This is an optimization exercise on Yosys and OpenROAD, whose aim is small area, a short achievable clock period and few clock cycles per item, not a production implementation.
Only simulation tests tie the RTL to the original design; equivalence was not proved.
No activity file was given, so power comes from the tool's default toggle rates.

## violet
==> flow/design.v (excerpt) <==
module suma_fp(input clk, input rst, input start, input [31:0] A, B, output [31:0] Y, output done);
Size in the first run: ~1200 cells after synthesis, ~36 flip-flops, ~6600 µm² of cells after synthesis.
Settings: LEC_CHECK=0, ABC_AREA=1, CAP_MARGIN=20, CORE_MARGIN=2, CORE_UTILIZATION=40, PLACE_DENSITY=0.6, SLEW_MARGIN=20; clock period 20.0 ns.
standard.sh (not shown) runs the stock make flow with config.mk's settings and CLKGATE_MAP_FILE= SYNTH_SCRIPT=/design/flow/synth_recipe.tcl, a recipe that flattens the netlist after the stock synthesis.
==> flow/flow/run.sh <==
#!/bin/bash
set -e
export BUFFER_PORTS_ARGS="-buffer_cell sky130_fd_sc_hd__buf_1"
export SETUP_SLACK_MARGIN=0
bash standard.sh > standard.log 2>&1
Testbench counts of violet, summed over its fixed seeds: cycles 3,200, items 3,200.
diff inputs: violet => maple
==> flow/flow/run.sh <==
#!/bin/bash
set -e
export BUFFER_PORTS_ARGS="-buffer_cell sky130_fd_sc_hd__buf_1"
export SETUP_SLACK_MARGIN=10
bash standard.sh > standard.log 2>&1
## What came out
Row number of cells upsized or downsized after cts: maple higher / violet lower
[maple vs violet] worst setup slack: higher in maple
Row synthesis-to-layout area growth: maple higher / violet lower
maple against violet: total area of multi-input combinational cells went up by 3.5%, reported clock group power went up by about 0.7%, mux share of post-synthesis cell area was more or less identical, minimum period implied by the final worst setup slack went down by 1.57 ns, filler-free cell count of the finished design went up by 31.

* * *

Another version of the RTL of suma_fp (not shown whole).
Size: about 1100 cells after synthesis, ~36 flip-flops, roughly 100 I/O pins, roughly 6300 um2 of cells after synthesis.
clock: 20.0 ns
lec_check: 0
abc_area: 1
cap_margin: 20
core_margin: 2
core_utilization: 65
cts_buf_list: sky130_fd_sc_hd__clkbuf_4
gpl_timing_driven: 1
place_density: 0.8
slew_margin: 20
==> flow/flow/run.sh <==
#!/bin/bash
set -e
export BUFFER_PORTS_ARGS="-buffer_cell sky130_fd_sc_hd__buf_1"
export SETUP_SLACK_MARGIN=10.5
bash standard.sh > standard.log 2>&1
Testbench counts at the start, summed over its fixed seeds: cycles 3,200, items 3,200.
Then changed:
--- a/flow/flow/run.sh
+++ b/flow/flow/run.sh
@@ -4 +4 @@
-export SETUP_SLACK_MARGIN=10.5
+export SETUP_SLACK_MARGIN=11
- CAP_MARGIN: 20 -> 0
- CORE_UTILIZATION: 65 -> 75
- CTS_BUF_LIST: sky130_fd_sc_hd__clkbuf_4 -> sky130_fd_sc_hd__clkbuf_8
- GPL_TIMING_DRIVEN: 1 -> default
- PLACE_DENSITY: 0.8 -> 0.9
- SLEW_MARGIN: 20 -> 0
Effect: With this change the flow failed in global routing on GRT-0232. Synthesized area does not change. Synthesized cell count does not change.

* * *

== P ==
Starting RTL as in the previous note.
export LEC_CHECK = 0
export ABC_AREA = 0
export CAP_MARGIN = 20
export CORE_MARGIN = 2
export CORE_UTILIZATION = 65
export CTS_BUF_LIST = sky130_fd_sc_hd__clkbuf_4
export PLACE_DENSITY = 0.8
export SLEW_MARGIN = 20
create_clock -name core_clock -period 20.0 [get_ports {clk}]
==> flow/flow/run.sh <==
#!/bin/bash
set -e
export BUFFER_PORTS_ARGS="-buffer_cell sky130_fd_sc_hd__buf_1"
export SETUP_SLACK_MARGIN=10
bash standard.sh > standard.log 2>&1
Testbench counts of P, summed over its fixed seeds: cycles 3,200, items 3,200.
### P -> Q
# P
export LEC_CHECK = 0
export ABC_AREA = 0
export CAP_MARGIN = 20
export CORE_MARGIN = 2
export CORE_UTILIZATION = 65
export CTS_BUF_LIST = sky130_fd_sc_hd__clkbuf_4
export PLACE_DENSITY = 0.8
export SLEW_MARGIN = 20
create_clock -name core_clock -period 20.0 [get_ports {clk}]
# Q
export LEC_CHECK = 0
export ABC_AREA = 1
export CAP_MARGIN = 20
export CORE_MARGIN = 2
export CORE_UTILIZATION = 40
export PLACE_DENSITY = 0.6
export SLEW_MARGIN = 20
create_clock -name core_clock -period 20.0 [get_ports {clk}]
Q falls short of P in total die area.
Relative to P, multi-input logic portion of the cell area has gone down in Q.
Looking at clock-cell share of area, Q sits above P.
Going from P to Q, overall routed net length went down by 12%, via count decreased by 577 relative to the old numbers, non-clock buffer count went down, fraction of final layout cells sized beyond drive strength 1 went down 3.6 points.
Compared with P, Q shows a lower share of the clock period used by the worst path after layout.
The following lists how R was set up differently from Q:
# Q
export LEC_CHECK = 0
export ABC_AREA = 1
export CAP_MARGIN = 20
export CORE_MARGIN = 2
export CORE_UTILIZATION = 40
export PLACE_DENSITY = 0.6
export SLEW_MARGIN = 20
create_clock -name core_clock -period 20.0 [get_ports {clk}]
# R
export LEC_CHECK = 0
export ABC_AREA = 1
export CAP_MARGIN = 20
export CORE_MARGIN = 2
export CORE_UTILIZATION = 65
export CTS_BUF_LIST = sky130_fd_sc_hd__clkbuf_4
export PLACE_DENSITY = 0.8
export SLEW_MARGIN = 20
create_clock -name core_clock -period 20.0 [get_ports {clk}]
diff --git a/flow/flow/run.sh b/flow/flow/run.sh
--- a/flow/flow/run.sh
+++ b/flow/flow/run.sh
@@ -4 +4 @@
-export SETUP_SLACK_MARGIN=10
+export SETUP_SLACK_MARGIN=10.25
==> summary.txt <==
- R vs Q on worst hold-check slack: R is the lower one.
- R improves on Q in minimum period implied by the final worst setup slack.
- Compare R and Q | number of DRC markers in iteration 0 lower: R
- The relative contribution of the clock network to total power number comes out lower for R vs Q.
- Initial antenna violation count (lower): Q
- Higher net switching power goes to Q over R.
- Routed wire in R totals less than in Q.
- Part of the power in combinational logic on R is up relative to Q.
- R ended with every stage complete and zero timing, DRC or antenna violations.
- Status: proportion of final cell area spent on non-clock buffers parity (R, Q)
- Worst-case setup margin in the final layout ends up lower on Q.
--- input diff R..S ---
# R
export LEC_CHECK = 0
export ABC_AREA = 1
export CAP_MARGIN = 20
export CORE_MARGIN = 2
export CORE_UTILIZATION = 65
export CTS_BUF_LIST = sky130_fd_sc_hd__clkbuf_4
export PLACE_DENSITY = 0.8
export SLEW_MARGIN = 20
create_clock -name core_clock -period 20.0 [get_ports {clk}]
# S
export LEC_CHECK = 0
export ABC_AREA = 1
export CAP_MARGIN = 0
export CORE_MARGIN = 2
export CORE_UTILIZATION = 75
export CTS_BUF_LIST = sky130_fd_sc_hd__clkbuf_4
export PLACE_DENSITY = 0.9
export SLEW_MARGIN = 0
create_clock -name core_clock -period 20.0 [get_ports {clk}]
diff --git a/flow/flow/run.sh b/flow/flow/run.sh
--- a/flow/flow/run.sh
+++ b/flow/flow/run.sh
@@ -4 +4 @@
-export SETUP_SLACK_MARGIN=10.25
+export SETUP_SLACK_MARGIN=10.5
==> summary.txt <==
- In the tables for S and R, first-pass GRT wire length reads lower with R.
- Looking at the reports, S completed the entire flow and the layout it produced met the timing, design-rule and antenna checks.
- In the metrics for S and R, the one carrying the higher final cell count is R.
- Total power on S is behind R.
- Vias: S more than R
What T does differently from S at the input level:
# S
export LEC_CHECK = 0
export ABC_AREA = 1
export CAP_MARGIN = 0
export CORE_MARGIN = 2
export CORE_UTILIZATION = 75
export CTS_BUF_LIST = sky130_fd_sc_hd__clkbuf_4
export PLACE_DENSITY = 0.9
export SLEW_MARGIN = 0
create_clock -name core_clock -period 20.0 [get_ports {clk}]
# T
export LEC_CHECK = 0
export ABC_AREA = 1
export CAP_MARGIN = 20
export CORE_MARGIN = 2
export CORE_UTILIZATION = 65
export CTS_BUF_LIST = sky130_fd_sc_hd__clkbuf_4
export PLACE_DENSITY = 0.8
export SLEW_MARGIN = 20
create_clock -name core_clock -period 20.0 [get_ports {clk}]
diff --git a/flow/flow/run.sh b/flow/flow/run.sh
--- a/flow/flow/run.sh
+++ b/flow/flow/run.sh
@@ -4 +4 @@
-export SETUP_SLACK_MARGIN=10.5
+export SETUP_SLACK_MARGIN=10
==> comparison <==
- S → T: final routed wirelength across all metal layers saw a decrease; total power decreased 22 uW.
- Count of buffers not belonging to the clock network in the layout ended up 1.9% lower on T than on S.
- T ended with every stage complete and zero timing, DRC or antenna violations.
- For the combinational share of power, T came in 0.2 points lower than S did.

[port drivers added, routing unchanged]
No port has a modelled driver above. Below, the same layouts with a new extraction and two added sets of constraints. Step 1 sets driving cells, clkbuf_16 on the clock port and buf_2 on the other inputs (assumed; they add their load-dependent delay and slew). Step 2, shift: input delay + t, output delay - t, t = (earliest + latest rising clock arrival at the registers) / 2. This alone moves slack from input paths to output paths. Three values: no drivers, after step 1, after step 2; two values: the first two.
run	t, ns	slack for setup (ns)	worst setup path at the end	clock arrival spread, ns
violet	0.304	8.758 / 8.770 / 8.466	input to register	0.005 / 0.004
maple	0.306	10.327 / 10.341 / 10.035	input to register	0.005 / 0.005
the first run of note 2	0.358	10.752 / 10.757 / 10.399	input to register	0.015 / 0.016
P	0.369	10.200 / 10.209 / 9.840	input to register	0.008 / 0.008
Q	0.305	10.514 / 10.529 / 10.224	input to register	0.002 / 0.002
R	0.356	10.632 / 10.639 / 10.283	input to register	0.009 / 0.010
S	0.360	10.745 / 10.748 / 10.388	input to register	0.013 / 0.013
T	0.349	10.551 / 10.557 / 10.208	input to register	0.010 / 0.009
After both steps setup and hold are still met in every run listed. For P, which loses most, drivers alone change the setup slack by +0.009 ns; drivers and shift together by -0.360 ns.
